From an optimization exercise on the open Yosys and OpenROAD flow, aimed at small area, a short achievable clock period and few clock cycles; shortcuts taken in it are not production practice.
Where RTL was checked, it was by simulation tests only, not by an equivalence proof against the original.

// seq_multi
module seq_multi #(
    parameter WIDTH = 32
)
(
    input wire logic clk,
    input wire logic rst,
    input wire logic start,
    input wire logic [WIDTH - 1:0] multiplier,
    input wire logic [WIDTH - 1:0] multiplicand,
    output logic busy,
    output logic [(WIDTH * 2) - 1:0] product
);
For scale: ~2,500 cells after synthesis, ~180 flip-flops, about 130 I/O pins, roughly 0.022 sq mm of cells after synthesis.
==> flow/config.mk <==
export PLATFORM = sky130hd
export DESIGN_NAME = seq_multi
export DESIGN_NICKNAME = seq_multi
export VERILOG_FILES = /design/flow/design.v
export SDC_FILE = /design/flow/constraint.sdc
export NUM_CORES = 4
export LEC_CHECK = 0
export CAP_MARGIN = 20
export CORE_MARGIN = 2
export CORE_UTILIZATION = 50
export SETUP_SLACK_MARGIN = 0.3
export SLEW_MARGIN = 20
==> flow/constraint.sdc <==
create_clock -name core_clock -period 5.0 [get_ports {clk}]
set_input_delay 1.0000 -clock core_clock [delete_from_list [all_inputs] [get_ports {clk}]]
set_output_delay 1.0000 -clock core_clock [all_outputs]
set_load 0.01 [all_outputs]
standard.sh (not shown) runs the stock make flow with config.mk's settings and CLKGATE_MAP_FILE= SYNTH_SCRIPT=/design/flow/synth_recipe.tcl, a recipe that flattens the netlist after the stock synthesis.
==> flow/flow/run.sh <==
#!/bin/bash
# The standard layout, with the port buffers made of buf_1 cells instead of the
# delay-buffer cells buffer_ports picks by default.
set -euo pipefail
export BUFFER_PORTS_ARGS="-buffer_cell sky130_fd_sc_hd__buf_1"
bash standard.sh finish > standard.log 2>&1
Then changed:
==> flow/flow/run.sh (replaced) <==
#!/bin/bash
# The standard layout, with the port buffers made of buf_4 cells instead of the
# delay-buffer cells buffer_ports picks by default.
set -euo pipefail
export BUFFER_PORTS_ARGS="-buffer_cell sky130_fd_sc_hd__buf_4"
bash standard.sh finish > standard.log 2>&1
SETUP_SLACK_MARGIN = 0.5   (was 0.3)
The new run completed without violations. Design area rises by about 3.6%. Global-route usage came out higher by 1.1 points. Wire length climbs by about 2.8%. Synthesized cell count does not change. Clock skew climbs by 0.0038 ns. Setup slack improves by 0.17 ns. Flip-flop and latch count is unchanged. Hold slack stays flat. Die area stays the same.
Then changed:
==> flow/flow/run.sh (replaced) <==
#!/bin/bash
# The standard layout, with the port buffers made of buf_1 cells instead of the
# delay-buffer cells buffer_ports picks by default.
set -euo pipefail
export BUFFER_PORTS_ARGS="-buffer_cell sky130_fd_sc_hd__buf_1"
bash standard.sh finish > standard.log 2>&1
=> The changed run ran to the end with no violations. Sequential share of layout area is higher by 0.16 points. First-iteration DRC count increases by about 14%. Non-clock buffer count went up by 16. Maximum frequency hardly moves. Global-route usage shrinks by 0.30 points. Die area stays the same.
Then changed:
SETUP_SLACK_MARGIN = 0.7   (was 0.5)
Worst setup slack hardly moves.
Critical path depth came out higher by 1.
Clock skew is lower by 0.0068 ns.
Design area climbs by a little under a tenth.
Area after synthesis does not change.
Core utilization grows by 5.0 points.
Register-to-register slack improves by 0.06 ns.
Routed wire length climbs by a little under a tenth.
Function was not checked in any run of this note: the RTL went through the layout flow alone.


seq_multi, a different RTL version from the one above (not shown whole).
For scale: ~2,900 cells after synthesis, about 180 flip-flops, about 130 I/O pins, ~24,000 µm² of cells after synthesis.
Settings: LEC_CHECK=0, CAP_MARGIN=20, CORE_MARGIN=2, CORE_UTILIZATION=40, SLEW_MARGIN=20; clock period 5.0 ns.
run.sh (not shown) runs the stock make flow with config.mk's settings and CLKGATE_MAP_FILE= SYNTH_SCRIPT=/design/flow/synth_recipe.tcl, a recipe that flattens the netlist after the stock synthesis.
Stock flow here: none of the scripts above is used.
==> next run, changes <==
==> flow/flow/run.sh (new file) <==
#!/bin/bash
# The standard layout, with the port buffers made of buf_4 cells instead of the
# delay-buffer cells buffer_ports picks by default.
set -euo pipefail
export BUFFER_PORTS_ARGS="-buffer_cell sky130_fd_sc_hd__buf_4"
bash standard.sh finish > standard.log 2>&1
==> flow/standard.sh (new file) <==
#!/bin/bash
# synth_recipe.tcl (not shown) runs the flow's synth.tcl, then flattens the netlist and writes it again
# the make line also repeats each setting of config.mk as NAME=value (left out here)
make -C /OpenROAD-flow-scripts/flow DESIGN_CONFIG=/design/flow/config.mk WORK_HOME=/design/flow/orfs CLKGATE_MAP_FILE= SYNTH_SCRIPT=/design/flow/synth_recipe.tcl "${@:-finish}"
- SETUP_SLACK_MARGIN: default -> 0.5
removed: flow/run.sh
=> Maximum frequency goes up by 8.9%. Die area does not change. Utilization goes down by 1.2 points. Register-to-register slack gets better by 0.33 ns.
No run of this note included a check of the RTL's function; only the layout flow was run.


seq_multi, a different RTL version from the one above (not shown whole).
Size: ~130 I/O pins, ~0.022 mm2 of cells after synthesis.
export LEC_CHECK = 0
export CAP_MARGIN = 20
export CORE_MARGIN = 2
export CORE_UTILIZATION = 55
export SETUP_SLACK_MARGIN = 0.5
export SLEW_MARGIN = 20
create_clock -name core_clock -period 5.0 [get_ports {clk}]
standard.sh (not shown) runs the stock make flow with config.mk's settings and CLKGATE_MAP_FILE= SYNTH_SCRIPT=/design/flow/synth_recipe.tcl, a recipe that flattens the netlist after the stock synthesis.
==> flow/flow/run.sh <==
#!/bin/bash
# The standard layout, with the port buffers made of buf_1 cells instead of the
# delay-buffer cells buffer_ports picks by default.
set -euo pipefail
export BUFFER_PORTS_ARGS="-buffer_cell sky130_fd_sc_hd__buf_1"
bash standard.sh finish > standard.log 2>&1
Testbench counts at the start, summed over its fixed seeds: cycles 907.
==> next run, changes <==
GPL_TIMING_DRIVEN = 0   (was not set)
Outcome: The new run finished clean; first-iteration DRC count went up by well over a third; clock skew is about the same; count of clock-buffer cells in the layout went down by 2; sequential share of layout area went down by 0.79 points; area after synthesis stays the same.
==> next run, changes <==
GPL_TIMING_DRIVEN = not set   (was 0)
TNS_END_PERCENT = 20   (was not set)
The changed run finished with timing, DRC and antenna clean.
Worst setup slack is better by 0.018 ns.
Count of clock-buffer cells in the layout came out lower by 1.
Final area is lower by 6.3%.
Worst hold slack gets worse by 0.016 ns.
Wire length decreases by 19%.
Die area stays the same.
Global-route usage fell by 8.7 points.
Non-clock buffer count is lower by 179.
Final cell count decreases by 5.3%.


try-indigo:
seq_multi, a different RTL version from the one above (not shown whole).
clock: 5.0 ns
lec_check: 0
cap_margin: 20
core_margin: 2
core_utilization: 50
setup_slack_margin: 0.5
slew_margin: 20
==> flow/flow/run.sh <==
#!/bin/bash
# The standard layout, with the port buffers made of buf_4 cells instead of the
# delay-buffer cells buffer_ports picks by default.
set -euo pipefail
export BUFFER_PORTS_ARGS="-buffer_cell sky130_fd_sc_hd__buf_4"
bash standard.sh finish > standard.log 2>&1
Both conditions hold for try-indigo: the flow ran to the end and the final layout passed the timing, DRC and antenna checks.
Testbench counts of try-indigo, summed over its fixed seeds: cycles 1,024.
diff inputs: try-indigo => try-umber
--- a/flow/config.mk
+++ b/flow/config.mk
@@ -9,3 +9,3 @@
 export CORE_MARGIN = 2
-export CORE_UTILIZATION = 50
+export CORE_UTILIZATION = 40
 export SETUP_SLACK_MARGIN = 0.5
## What came out
Launching element of the worst setup path: c[25] -> try-indigo, s[16] -> try-umber. The final reports for try-umber and try-indigo show number of inserted filler cells in the final layout higher in the former. The higher number of buffer and inverter stages on the critical path of try-umber and try-indigo is in try-umber. Compared with try-indigo, in try-umber reg2reg setup slack went down by 50 ps; maximum frequency now smaller. Taking try-indigo as the reference, in try-umber detailed-route wire length per cell saw a decrease.
[inputs] try-raven vs try-umber
--- a/flow/config.mk
+++ b/flow/config.mk
@@ -9,4 +9,4 @@
 export CORE_MARGIN = 2
-export CORE_UTILIZATION = 40
-export SETUP_SLACK_MARGIN = 0.5
+export CORE_UTILIZATION = 45
+export SETUP_SLACK_MARGIN = 1.0
 export SLEW_MARGIN = 20
[summary]
Maximum frequency | try-raven above try-umber
~same number of multi-input logic gates in try-umber and try-raven
Per the comparison of try-raven with try-umber, utilization +20 points; clock period minus final worst setup slack decreased 110 ps.


seq_multi with an RTL version that a note above also has.
Size in the first run: ~2,500 cells after synthesis, ~180 flip-flops, roughly 0.022 sq mm of cells after synthesis.
clock: 5.0 ns
lec_check: 0
cap_margin: 20
core_margin: 2
core_utilization: 65
setup_slack_margin: 0.5
slew_margin: 20
==> flow/flow/run.sh <==
#!/bin/bash
# The standard layout, with the port buffers made of buf_1 cells instead of the
# delay-buffer cells buffer_ports picks by default.
set -euo pipefail
export BUFFER_PORTS_ARGS="-buffer_cell sky130_fd_sc_hd__buf_1"
bash standard.sh finish > standard.log 2>&1
The first run completed without violations.
Testbench counts at the start, summed over its fixed seeds: cycles 907.
Change:
- CORE_UTILIZATION: 65 -> 55
- SETUP_SLACK_MARGIN: 0.5 -> 0.45
=>
- The new run ran to the end with no violations
- die area increases by about 18%
- cell area increases by about 1%
- wire length increases by about 5%
- clock skew hardly moves
- worst setup slack gets worse by 0.0059 ns
- global-route usage decreases by 4.7 points
- hold slack gets worse by 0.0071 ns
- register-to-register slack hardly moves
Change:
- CTS_CLUSTER_DIAMETER: default -> 150
- CTS_CLUSTER_SIZE: default -> 40
- SETUP_SLACK_MARGIN: 0.45 -> 0.5
After rerunning:
- design area hardly moves
- fmax climbs by 1.6%
- worst setup slack gains 0.073 ns
Change:
- CORE_UTILIZATION: 55 -> 50
- CTS_CLUSTER_DIAMETER: 150 -> default
- CTS_CLUSTER_SIZE: 40 -> default
Result: The new run went through all stages and came out clean. Setup slack degrades by 0.024 ns. Wire length grows by a few percent. Global-route usage shrinks by 2.0 points. Final cell count grows slightly.


Another version of the RTL of seq_multi (not shown whole).
For scale: ~180 flip-flops, about 130 I/O pins.
==> flow/config.mk <==
export PLATFORM = sky130hd
export DESIGN_NAME = seq_multi
export DESIGN_NICKNAME = seq_multi
export VERILOG_FILES = /design/flow/design.v
export SDC_FILE = /design/flow/constraint.sdc
export NUM_CORES = 4
export LEC_CHECK = 0
export CAP_MARGIN = 20
export CORE_MARGIN = 2
export CORE_UTILIZATION = 60
export SETUP_SLACK_MARGIN = 0.5
export SLEW_MARGIN = 20
==> flow/constraint.sdc <==
create_clock -name core_clock -period 5.0 [get_ports {clk}]
set_input_delay 1.0000 -clock core_clock [delete_from_list [all_inputs] [get_ports {clk}]]
set_output_delay 1.0000 -clock core_clock [all_outputs]
set_load 0.01 [all_outputs]
Scripts as last shown in full above: flow/flow/run.sh
Edit:
- CORE_UTILIZATION: 60 -> 55
=>
- The new run ran to the end with no violations
- maximum frequency came out lower slightly
- cell count came out higher slightly
- worst setup slack gets worse by 0.017 ns
- die area came out higher by a little under a tenth
- via count came out lower slightly
- worst hold slack gets better by 0.016 ns
- wire length came out higher by a few percent
- register-to-register slack gets worse by 0.07 ns
- final area came out higher slightly
No run of this note included a check of the RTL's function; only the layout flow was run.


RTL: one of the versions met above, not the one the previous note started from.
For scale: ~0.022 mm^2 of cells after synthesis.
Design seq_multi, start of the top module:
module seq_multi #(
    parameter WIDTH = 32
)
(
    input wire logic clk,
    input wire logic rst,
    input wire logic start,
    input wire logic [WIDTH - 1:0] multiplier,
    input wire logic [WIDTH - 1:0] multiplicand,
    output logic busy,
    output logic [(WIDTH * 2) - 1:0] product
);
Settings: LEC_CHECK=0, CAP_MARGIN=20, CORE_MARGIN=2, CORE_UTILIZATION=55, PLACE_DENSITY=0.68, SETUP_SLACK_MARGIN=0.5, SLEW_MARGIN=20; clock period 5.0 ns.
Scripts as last shown in full above: flow/flow/run.sh
Testbench counts at the start, summed over its fixed seeds: cycles 907.
Rerun with:
Settings changed: CAP_MARGIN 20 to 5, PLACE_DENSITY 0.68 to unset, SLEW_MARGIN 20 to 5.
After rerunning:
- The new run went through all stages and came out clean
- worst setup slack improved by 120 ps
- area after synthesis stays the same
- final area rose by about 0.9%

==> static timing again, ports no longer ideal <==
The results above use ideal ports. As a check the final layouts listed here were re-extracted and re-timed, cells and wires unchanged.
Step 1: set_driving_cell puts a clkbuf_16 on clk and a buf_2 on each other input, an assumption about the parent block.
Step 2, shift: input delay + t, output delay - t, t = (earliest + latest rising clock arrival at the registers) / 2. This alone moves slack from input paths to output paths.
a / b / c = no drivers / after step 1 / after step 2; a / b = the first two.
run | t (ns) | slack for setup (ns) | latest minus earliest clock arrival (ns) | worst data-port slew with drivers (ns)
the first run of note 1 | 0.549 | 0.370 / 0.310 / -0.059 | 0.021 / 0.020 | 0.06
the second run of note 1 | 0.555 | 0.540 / 0.479 / 0.137 | 0.023 / 0.024 | 0.08
the third run of note 1 | 0.556 | 0.542 / 0.482 / 0.097 | 0.018 / 0.018 | 0.05
the fourth run of note 1 | 0.572 | 0.542 / 0.479 / 0.225 | 0.012 / 0.012 | 0.06
the first run of note 2 | 0.549 | 0.106 / 0.050 / -0.403 | 0.012 / 0.012 | 0.06
the second run of note 2 | 0.571 | 0.504 / 0.437 / 0.011 | 0.016 / 0.016 | 0.06
the first run of note 3 | 0.551 | 0.497 / 0.437 / 0.104 | 0.017 / 0.018 | 0.05
the second run of note 3 | 0.559 | 0.370 / 0.310 / -0.043 | 0.019 / 0.018 | 0.05
the third run of note 3 | 0.562 | 0.388 / 0.329 / -0.030 | 0.012 / 0.012 | 0.05
try-indigo | 0.557 | 0.561 / 0.499 / 0.090 | 0.023 / 0.023 | 0.07
try-umber | 0.553 | 0.486 / 0.426 / 0.092 | 0.025 / 0.025 | 0.09
try-raven | 0.558 | 0.595 / 0.535 / 0.087 | 0.013 / 0.013 | 0.08
the first run of note 5 | 0.513 | 0.430 / 0.372 / 0.068 | 0.019 / 0.018 | 0.06
the second run of note 5 | 0.555 | 0.424 / 0.366 / 0.049 | 0.021 / 0.021 | 0.04
the third run of note 5 | 0.551 | 0.497 / 0.437 / 0.104 | 0.017 / 0.018 | 0.05
the fourth run of note 5 | 0.556 | 0.473 / 0.415 / 0.019 | 0.020 / 0.019 | 0.06
the first run of note 6 | 0.524 | 0.383 / 0.324 / 0.025 | 0.016 / 0.015 | 0.06
the second run of note 6 | 0.554 | 0.366 / 0.306 / -0.009 | 0.019 / 0.019 | 0.04
the first run of note 7 | 0.560 | 0.380 / 0.322 / 0.072 | 0.016 / 0.016 | 0.06
the second run of note 7 | 0.551 | 0.497 / 0.437 / 0.104 | 0.017 / 0.018 | 0.05
Met with ideal ports but missed after step 2: setup timing in 5 of these runs. The setup slack of the first run of note 2, which loses most, moves by -0.056 ns with the drivers and by -0.509 ns with both steps.
